This is an optimization exercise on Yosys and OpenROAD, whose aim is a short achievable clock period and few clock cycles, not a production implementation. The RTL was checked by simulation tests, not by an equivalence proof against the original design. Power figures rest on the tool's default switching activity, not on a simulated workload.

==> design/flow/config.mk <==
export PLATFORM = sky130hd
export DESIGN_NAME = Pipeline_CPU
export DESIGN_NICKNAME = Pipeline_CPU
export VERILOG_FILES = /design/flow/design.v
export SDC_FILE = /design/flow/constraint.sdc
export NUM_CORES = 4
export LEC_CHECK = 0
export CAP_MARGIN = 20
export CORE_MARGIN = 2
export CORE_UTILIZATION = 40
export PLACE_DENSITY = 0.6
export SLEW_MARGIN = 20
==> design/flow/run.sh <==
#!/bin/bash
# synth_recipe.tcl (not shown) runs the flow's synth.tcl, then flattens the netlist and writes it again
# the make line also repeats each setting of config.mk as NAME=value (left out here)
make -C /OpenROAD-flow-scripts/flow DESIGN_CONFIG=/design/flow/config.mk WORK_HOME=/design/flow/orfs CLKGATE_MAP_FILE= SYNTH_SCRIPT=/design/flow/synth_recipe.tcl finish
==> design/flow/constraint.sdc <==
create_clock -name core_clock -period 7.0 [get_ports {clk_i}]
set_input_delay 1.4000 -clock core_clock [delete_from_list [all_inputs] [get_ports {clk_i}]]
set_output_delay 1.4000 -clock core_clock [all_outputs]
set_load 0.01 [all_outputs]
==> design/flow/design.v <==
module Pipeline_CPU( clk_i, rst_n, imem_addr_o, imem_data_i,
                     dmem_addr_o, dmem_wdata_o, dmem_we_o, dmem_re_o, dmem_rdata_i );
input         clk_i;
input         rst_n;
output [15:0] imem_addr_o;
input  [15:0] imem_data_i;
output [15:0] dmem_addr_o;
output [15:0] dmem_wdata_o;
output        dmem_we_o;
output        dmem_re_o;
input  [15:0] dmem_rdata_i;
reg  [14:0] pc;           
reg         d_v;          
reg  [15:0] d_ir;
reg  [14:0] d_pcp;        
reg         d_pt;         
reg  [15:0] e_a, e_b;     
reg         e_fa, e_fb;   
reg  [2:0]  e_sel;        
reg         e_sub;
reg  [2:0]  e_rd;
reg         e_we;         
reg         e_ld;
reg         e_br, e_bne, e_pt;
reg  [14:0] e_alt;        
reg  [15:0] m_addr, m_wdata;
reg         m_we, m_re;
reg  [15:0] r_last;       
reg  [15:0] rf [1:7];
wire        stall;
wire        mis;
wire [14:0] mis_pc;
wire [15:0] res;
wire [15:0] fi   = imem_data_i;
wire [14:0] pcp  = pc + 15'd1;
wire        f_j   = (fi[15:13] == 3'd7);
wire        f_beq = (fi[15:13] == 3'd5);
wire        f_bne = (fi[15:13] == 3'd6);
wire        f_eqf = (fi[12:10] == fi[9:7]);
wire        f_pt  = (f_beq & (f_eqf | fi[6])) | (f_bne & ~f_eqf);
wire [7:0]  f_lo  = {1'b0, pcp[6:0]} + {1'b0, fi[6:0]};
wire [7:0]  f_up  = pcp[14:7];
wire [7:0]  f_upp = f_up + 8'd1;
wire [7:0]  f_upm = f_up - 8'd1;
wire [7:0]  f_hi  = (fi[6] == f_lo[7]) ? f_up : (f_lo[7] ? f_upp : f_upm);
wire [14:0] f_bt  = {f_hi, f_lo[6:0]};
wire [14:0] f_jt  = {pcp[14:13], fi[12:0]};
wire [14:0] f_npc = f_j ? f_jt : (f_pt ? f_bt : pcp);
always @(posedge clk_i or negedge rst_n) begin
    if (!rst_n) begin
        pc  <= 15'd0;
        d_v <= 1'b0;
    end else if (mis) begin
        pc  <= mis_pc;
        d_v <= 1'b0;
    end else if (!stall) begin
        pc  <= f_npc;
        d_v <= ~f_j;
    end
end
always @(posedge clk_i) begin
    if (!mis && !stall) begin
        d_ir  <= fi;
        d_pcp <= pcp;
        d_pt  <= f_pt;
    end
end
assign imem_addr_o = {pc, 1'b0};
wire [2:0] op = d_ir[15:13];
wire [2:0] rs = d_ir[12:10];
wire [2:0] rt = d_ir[9:7];
wire [2:0] rd = d_ir[6:4];
wire [3:0] fn = d_ir[3:0];
wire [15:0] sext = {{9{d_ir[6]}}, d_ir[6:0]};
wire is_r   = (op == 3'd0);
wire is_ai  = (op == 3'd1);
wire is_lui = (op == 3'd2);
wire is_lw  = (op == 3'd3);
wire is_sw  = (op == 3'd4);
wire is_br  = (op == 3'd5) | (op == 3'd6);
wire [2:0] dst  = is_r ? rd : rt;
wire       wr   = (is_r | is_ai | is_lui | is_lw) & (dst != 3'd0);
wire [15:0] rs_v = (rs == 3'd0) ? 16'd0 : rf[rs];
wire [15:0] rt_v = (rt == 3'd0) ? 16'd0 : rf[rt];
wire hit_s = e_we & (rs == e_rd);
wire hit_t = e_we & (rt == e_rd);
assign stall = d_v & (is_lw | is_sw) & hit_s;
wire go = d_v & ~stall & ~mis;
reg [2:0] sel;
always @(*) begin
    if (is_r) begin
        case (fn)
            4'd0, 4'd1: sel = 3'd0;
            4'd2: sel = 3'd1;
            4'd3: sel = 3'd2;
            4'd4: sel = 3'd3;
            4'd5: sel = 3'd4;
            4'd6: sel = 3'd5;
            4'd7: sel = 3'd6;
            default: sel = 3'd7;
        endcase
    end else
        sel = 3'd0;
end
wire [15:0] d_alt = d_pt ? {1'b0, d_pcp} : ({1'b0, d_pcp} + sext);
always @(posedge clk_i or negedge rst_n) begin
    if (!rst_n) begin
        e_we <= 1'b0;
        e_br <= 1'b0;
        m_we <= 1'b0;
        m_re <= 1'b0;
    end else begin
        e_we <= go & wr;
        e_br <= go & is_br;
        m_we <= go & is_sw;
        m_re <= go & is_lw;
    end
end
always @(posedge clk_i) begin
    e_a   <= is_lui ? 16'd0 : rs_v;
    e_b   <= is_ai ? sext : is_lui ? {1'b0, d_ir[6:0], 8'd0} : rt_v;
    e_fa  <= hit_s & ~is_lui;
    e_fb  <= hit_t & (is_r | is_br);
    e_sel <= sel;
    e_sub <= is_r & ((fn == 4'd1) | (fn == 4'd5));
    e_rd  <= dst;
    e_ld  <= is_lw;
    e_bne <= op[1];
    e_pt  <= d_pt;
    e_alt <= d_alt[14:0];
    m_addr  <= rs_v + sext;
    m_wdata <= hit_t ? res : rt_v;
end
wire [15:0] a = e_fa ? r_last : e_a;
wire [15:0] b = e_fb ? r_last : e_b;
wire [15:0] sum = a + (e_sub ? ~b : b) + {15'd0, e_sub};
wire        lt  = (a[15] ^ b[15]) ? a[15] : sum[15];
reg [15:0] alu;
always @(*) begin
    case (e_sel)
        3'd0: alu = sum;
        3'd1: alu = a & b;
        3'd2: alu = a | b;
        3'd3: alu = ~(a | b);
        3'd4: alu = {15'd0, lt};
        3'd5: alu = {b[14:0], 1'b0};
        3'd6: alu = {1'b0, b[15:1]};
        default: alu = 16'd0;
    endcase
end
assign res = e_ld ? dmem_rdata_i : alu;
wire eq    = (a == b);
assign mis    = e_br & ((eq ^ e_bne) ^ e_pt);
assign mis_pc = e_alt;
always @(posedge clk_i or negedge rst_n) begin
    if (!rst_n) begin
        rf[1] <= 16'd0; rf[2] <= 16'd0; rf[3] <= 16'd0; rf[4] <= 16'd0;
        rf[5] <= 16'd0; rf[6] <= 16'd0; rf[7] <= 16'd0;
    end else if (e_we) begin
        rf[e_rd] <= res;
    end
end
always @(posedge clk_i) begin
    if (e_we) r_last <= res;
end
assign dmem_addr_o  = m_addr;
assign dmem_wdata_o = m_wdata;
assign dmem_we_o    = m_we;
assign dmem_re_o    = m_re;
endmodule
==> qor.txt, run 1 <==
GRT Residual Overflow = 0
Worst EP required = 7460 ps
deepest clock path buffer count = 3
clock skew = 20.6 ps
worst path bufs/invs = 0
Post-CTS Resized = 0
CTS hold repair buffers = 0
post-route insts no fill = 2358
Core Rows = 74
post-DR wirelength/cell = 20.3 µm
vias per cell = 5.59
First-pass DRT Iterations = 6
Synth Instances = 1762
multiplexer area fraction after synthesis = 8.80%
cell area after placement = 17600 µm²
Most used DFF post-synth = dfrtp_1
yosys warns = 2
CP max-delay cell = dfxtp_1
via count = 13176
pre-CTS setup slack = 1990 ps
final worst path period share = 67.6%
CP peak stage delay = 1020 ps
RSZ-0062 raised after global routing = no
Synth async-reset ratio = 48.2%
largest family of logic cells by synthesized area = compound AO/OA/AOI/OAI gates
Slew Viols, Final = 0
CTS tree = done
FF+latch count, synth = 274
# setup viols final = 0
largest cells by area after synthesis = dfrtp_1, dfxtp_1, edfxtp_1
status = timing/DRC/antenna clean
critical-path cell list = mux2i_1 > xnor2_1 > ha_1 > a21o_1 > or3_4 > or3_4 > nor3_4 > o41ai_2 > a21oi_2 > nor4_1 > or3_1 > o21ai_2
DRT iter0 DRCs = 1002
DRC viols = 0
crit path kind = reg -> reg
nets = 1933
post-synth top area cell = dfrtp_1
worst vdd ir = 207 µV
GRT Util Overall = 22.3%
Antenna Cells = 0
count of cell types in the netlist = 87
Hold Path Class = reg -> reg
routability cong. = 0.915
H-tree Lvls = 1
syn_nets = 1891
post-synth top area share = 20.1%
Finished Cell Area = 18600 µm²
initial antenna violation count = 0
TritonCTS Buffers = 29
max cap viols = 0
Area Growth Syn to Fin = 13.0%
PwrDens = 552 nW/µm²
num ports = 84
Syn Area/Cell = 9.33 µm²
sequential element share of the synthesized area = 40.3%
Synth Area in XOR/XNOR = 4.64%
total wire length = 47800 µm
DP Cell Count = 2304
post-DP HPWL = 34100 µm
EDFF count, synth = 48
Core Region = 40700 µm²
Post-Synth Adder-Cell Area = 7.41%
layout cells sized above 1 = 10.8%
antenna viol nets, final = 0
Final WS setup = 2260 ps
largest net degree at the start of global routing = 72
cell area after synthesis = 16400 µm²
Worst-Skew Late Latency = 560 ps
post-route core utilization = 45.6%
CP endpoint kind = flop
Startpoint Class = flop
PortBufs = 82
total negative slack = 0 ps
die height = 207 µm
DIE AREA = 42700 µm²
commonest non-fill, non-tap cells in the layout = nand2_1, dfrtp_1, a21oi_1
cell mode on critical path = or3_4
clock period minus worst slack = 4740 ps
Leak = 7.86 nW
Die Width = 207 µm
Worst-Margin Slew = 1120 ps
Rel. slew slack = 24.7%
Worst path top cell family by delay = simple AND/OR/NAND/NOR gates
vias in the first global route = 12647
FMAX = 211 MHz
simple-gate share of the synthesized area = 13.5%
Arr. time, crit path = 5190 ps
final hold viol count = 0
first-pass GRT wire length = 73600 µm
Post-CTS Setup Inserts = 0
Compound-Gate Fraction of Synth Area = 19.8%
clock slew at reported path FFs = 60 ps
Sinks on Clock Net = 274
worst-path fanout max = 19
Initial Util = 40.3%
clock tree root buffer cell = clkbuf_16
commonest non-fill, non-tap cell in the layout = nand2_1
report_power, final:
group | internal (mW) | switching, mW | total, mW
clock network | 0.862 | 0.652 | 1.51
logic | 2.33 | 3.39 | 5.72
registers | 2.46 | 0.556 | 3.02
worst paths after layout:
check | cells past startpoint | slack [ps] | endpoint | start
max | 12 | 2260 | rf[3][0]$_DFFE_PN0P_ | e_fb$_DFF_P_
min | 1 | 440 | e_sel[0]$_SDFF_PN0_ | flop
max reg2reg | 12 | 2260 | rf[3][0]$_DFFE_PN0P_ | e_fb$_DFF_P_
min reg2reg | 1 | 440 | e_sel[0]$_SDFF_PN0_ | flop
max in group asynchronous | 2 | 4800 | pc[10]$_DFFE_PN0P_ | rst_n
min in group asynchronous | 1 | 880 | rf[1][0]$_DFFE_PN0P_ | rst_n
cell type report:
class,instances,area (µm²)
multi-input combinational,1294,8950
clock inverter,16,120
timing repair buffer,112,1050
inverter,93,349
fill,3864,22200
tap,532,666
clock buffer,37,817
sequential,274,6630
sequential cells by signal (all words and copies together) (netlist names), 3 cells and up, named ones only:
| register | flops |
|---|---|
| e_alt | 15 |
| r_last | 16 |
| rf | 112 |
| m_addr | 16 |
| e_a | 16 |
| d_pcp | 15 |
| pc | 15 |
| m_wdata | 16 |
| e_b | 16 |
| e_sel | 3 |
| e_rd | 3 |
| d_ir | 16 |
cells in the mapped netlist (14+ instances only):
master and number:
a211oi_1 24, a21o_1 15, a21oi_1 117, a221oi_1 15
a22oi_1 21, clkbuf_1 70, clkbuf_8 15, dfrtp_1 132
dfxtp_1 94, edfxtp_1 48, ha_1 91, inv_1 76
inv_2 16, mux2_2 31, mux2i_1 70, mux4_2 15
nand2_1 216, nand2b_1 14, nand3_1 34, nor2_1 101
nor2b_1 18, nor3_1 25, o21ai_0 70, o21ai_1 111
o21ai_2 16, xnor2_1 64, xor2_1 23
routing by layer:
layer | share of wire (%) | routed length, µm | GRT usage [%]
met5 | 0 | 0 | 0
met4 | 2.8 | 1330 | 7.14
met1 | 45 | 21500 | 31.2
met3 | 6.7 | 3220 | 3.58
met2 | 45 | 21700 | 35.3
kinds of logic after synthesis:
logic type	after synthesis
multiplexers	120
buffers and inverters	194
flip-flops	274
AO/OA/AOI/OAI	507
AND/OR/NAND/NOR	484
other	1
XOR/XNOR	87
adder cells (fa/ha/maj)	95
stage by stage:
stage	hold WS [ps]	total power, mW
final	438	10.3
after floorplan	346	6.90
after detailed placement	430	8.66
after global placement	422	8.57
after global routing	465	11.0
after CTS	445	10.2
Testbench counts, summed over its fixed seeds: cycles 17,747.
==> run 2, diff against run 1 <==
--- a/design/flow/config.mk
+++ b/design/flow/config.mk
@@ -6,7 +6,9 @@
 export NUM_CORES = 4
 export LEC_CHECK = 0
+export ABC_CLOCK_PERIOD_IN_PS = 2000
 export CAP_MARGIN = 20
 export CORE_MARGIN = 2
 export CORE_UTILIZATION = 40
 export PLACE_DENSITY = 0.6
+export SETUP_SLACK_MARGIN = 4.6
 export SLEW_MARGIN = 20
==> qor.txt, run 2 <==
status = timing/DRC/antenna clean
post-synth top area cell = dfrtp_1
clock skew = 36.7 ps
Initial Util = 40.3%
vias per cell = 5.74
final hold viol count = 0
Hold Path Class = reg -> reg
most flop-heavy register = rf
Syn Area/Cell = 9.33 µm²
Synth Instances = 1762
Synth async-reset ratio = 48.2%
max cap viols = 0
CP endpoint kind = flop
commonest non-fill, non-tap cells in the layout = nand2_1, buf_4, dfrtp_1
syn_nets = 1891
met1 Use GR = 34.8%
Core Rows = 74
post-DP HPWL = 34800 µm
Core Region = 40700 µm²
PwrDens = 606 nW/µm²
critical-path cell list = buf_12 > mux2i_4 > xnor2_2 > ha_2 > a21o_1 > or3_4 > or3_4 > nor3_4 > o41ai_4 > a21oi_2 > buf_4 > xor2_4 > a21oi_4 > buf_6 > buf_12 > inv_2
final worst path period share = 49.9%
CTS hold repair buffers = 0
commonest non-fill, non-tap cell in the layout = nand2_1
GRT busiest layer = met2
largest net degree at the start of global routing = 71
Worst EP required = 7280 ps
nets = 2162
Area Growth Syn to Fin = 39.3%
worst-path fanout max = 5
Rel. slew slack = 38.5%
PortBufs = 82
die height = 207 µm
Arr. time, crit path = 3770 ps
max FFs per register = 112
Comb power frac = 65.2%
post-synth top area share = 20.1%
GRT Util Overall = 26.0%
clock slew at reported path FFs = 60 ps
pre-CTS setup slack = 2340 ps
Reg power frac = 22.3%
DRC viols = 0
routability cong. = 0.897
cell area after synthesis = 16400 µm²
total wire length = 57300 µm
H-tree Lvls = 2
count of cell types in the netlist = 87
first-pass GRT wire length = 84500 µm
post-DR wirelength/cell = 22.1 µm
Startpoint Class = flop
met3 global-route usage = 4.80%
Worst path top cell family by delay = simple AND/OR/NAND/NOR gates
DIE AREA = 42700 µm²
Sinks on Clock Net = 274
num ports = 84
CP max-delay cell = dfxtp_4
yosys warns = 2
vias in the first global route = 14408
worst vdd ir = 405 µV
FMAX = 286 MHz
# setup viols final = 0
switching power = 6.05 mW
FF+latch count, synth = 274
largest cells by area after synthesis = dfrtp_1, dfxtp_1, edfxtp_1
total negative slack = 0 ps
Synth top cells by count = nand2_1, dfrtp_1, a21oi_1
Antenna Cells = 0
Final WS setup = 3510 ps
most frequent cell after synthesis = nand2_1
RSZ-0062 raised after global routing = yes
Die Width = 207 µm
DRT iter0 DRCs = 1211
antenna viol nets, final = 0
layout cells sized above 1 = 36.6%
Pint = 7.81 mW
Clock Power Share = 12.5%
switching portion of total power = 43.7%
GRT Residual Overflow = 0
CTS tree = done
via count = 14866
Most used DFF post-synth = dfrtp_1
Leak = 9.68 nW
CP peak stage delay = 430 ps
initial antenna violation count = 0
cell area after placement = 18200 µm²
Worst-Margin Slew = 922 ps
TritonCTS Buffers = 34
sequential element share of the synthesized area = 40.3%
Finished Cell Area = 22900 µm²
crit path kind = reg -> reg
worst path bufs/invs = 5
Fill cells = 3396
final hold slack = 415 ps
Worst-Skew Late Latency = 550 ps
First-pass DRT Iterations = 7
deepest clock path buffer count = 3
M2 GR Usage = 41.5%
EDFF count, synth = 48
Slew Viols, Final = 0
clock tree root buffer cell = clkbuf_16
clock period minus worst slack = 3490 ps
==> run 2: cell counts after synthesis <==
No cell type changed its count.
==> run 2: cell families after synthesis <==
| family | Yosys count | share of synthesized area, % |
|---|---|---|
| AOI/OAI and AO/OA | 507 | 19.8 |
| xor gates and xnor gates | 87 | 4.64 |
| adders and majority gates | 95 | 7.41 |
| buffers and inverters | 194 | 5.49 |
| DFF | 274 | 40.3 |
| muxes | 120 | 8.80 |
| other | 1 | 0.0228 |
| and+or+nand+nor | 484 | 13.5 |
==> run 2: timing repair <==
item / 4_1_cts / 5_1_grt
setup endpoints to repair: 291 / 318
gates resized for setup: 507 / 124
gates cloned: 7 / 3
pin swaps: 109 / 85
setup buffers: 166 / 51
==> run 2: tightest hold or removal path: cells and delay by family, from the launching register on <==
kind	cells	cell delay, ps
flops	1	300
buf+inv	1	40
compound gates	1	50
==> run 2: worst paths after layout <==
| path | start | end | slack (ps) | cells past startpoint |
|---|---|---|---|---|
| max | e_fb$_DFF_P_ | r_last[15]$_DFFE_PP_ | 3510 | 16 |
| min | e_alt[7]$_DFF_P_ | pc[7]$_DFFE_PN0P_ | 410 | 2 |
| max reg2reg | e_fb$_DFF_P_ | r_last[15]$_DFFE_PP_ | 3510 | 16 |
| min reg2reg | e_alt[7]$_DFF_P_ | pc[7]$_DFFE_PN0P_ | 410 | 2 |
| max in group asynchronous | rst_n | pc[11]$_DFFE_PN0P_ | 4960 | 2 |
| min in group asynchronous | rst_n | rf[6][13]$_DFFE_PN0P_ | 900 | 1 |
==> run 2: area by class of cell <==
| class | instances | area, µm² | area share (%) |
|---|---|---|---|
| Tap cell | 532 | 666 | 2.91 |
| Clock buffer | 54 | 1030 | 4.49 |
| Clock inverter | 8 | 62.6 | 0.273 |
| Inverter | 93 | 372 | 1.62 |
| Multi-Input combinational cell | 1297 | 10800 | 47.3 |
| Timing Repair Buffer | 333 | 3270 | 14.3 |
| Sequential cell | 274 | 6660 | 29.1 |
==> run 2: through the flow <==
step	util (%)	cells	total power, mW
after floorplan	-	1762	7.35
after global placement	44.6	2301	8.95
after detailed placement	44.6	2301	9.07
after CTS	53.8	2536	12.8
after global routing	56.2	2591	14.6
final	56.2	2591	13.9
==> run 2: power by group through the flow <==
stage / sequential, mW / combinational, mW / clock (mW)
final: 3.09 / 9.04 / 1.73
after global routing: 3.17 / 9.66 / 1.82
after CTS: 3.06 / 8.03 / 1.75
after detailed placement: 3.09 / 5.98 / 0
after global placement: 3.06 / 5.89 / 0
after floorplan: 2.94 / 4.40 / 0
==> run 2: routing by layer <==
layer | share of wire, % | vias up
li1 | - | 6866
met1 | 42 | 7306
met2 | 47 | 567
met3 | 7.1 | 127
met4 | 3.8 | 0
met5 | 0 | -

==> port drivers added, routing unchanged <==
How much do the figures lean on ideal ports? The routed layouts below were timed once more, with nothing changed but the port constraints. Step 1 sets driving cells, clkbuf_16 on the clock port and buf_2 on the other inputs (assumed; they add their load-dependent delay and slew). Step 2 adds t to the input delays and takes it off the output delays; t is the mean of the earliest and latest rising clock arrival at the registers after step 1. Input paths then give back, and output paths get back, about the clock's delay inside the block. Three values: ideal, step 1, step 2; two values: the first two.
| run | t (ns) | slack for setup (ns) | hold slack, ns | worst register clock-pin slew, ns | cell pins on the clock port's net |
|---|---|---|---|---|---|
| run 1 | 0.613 | 2.265 / 2.265 / 1.953 | 0.438 / 0.438 / 0.438 | 0.07 / 0.07 | 1 |
| run 2 | 0.587 | 3.507 / 3.507 / 3.022 | 0.415 / 0.415 / 0.415 | 0.07 / 0.07 | 1 |
After both steps every run listed still meets setup and hold. The setup slack of run 2, which loses most, moves by 0.000 ns with the drivers and by -0.485 ns with both steps.
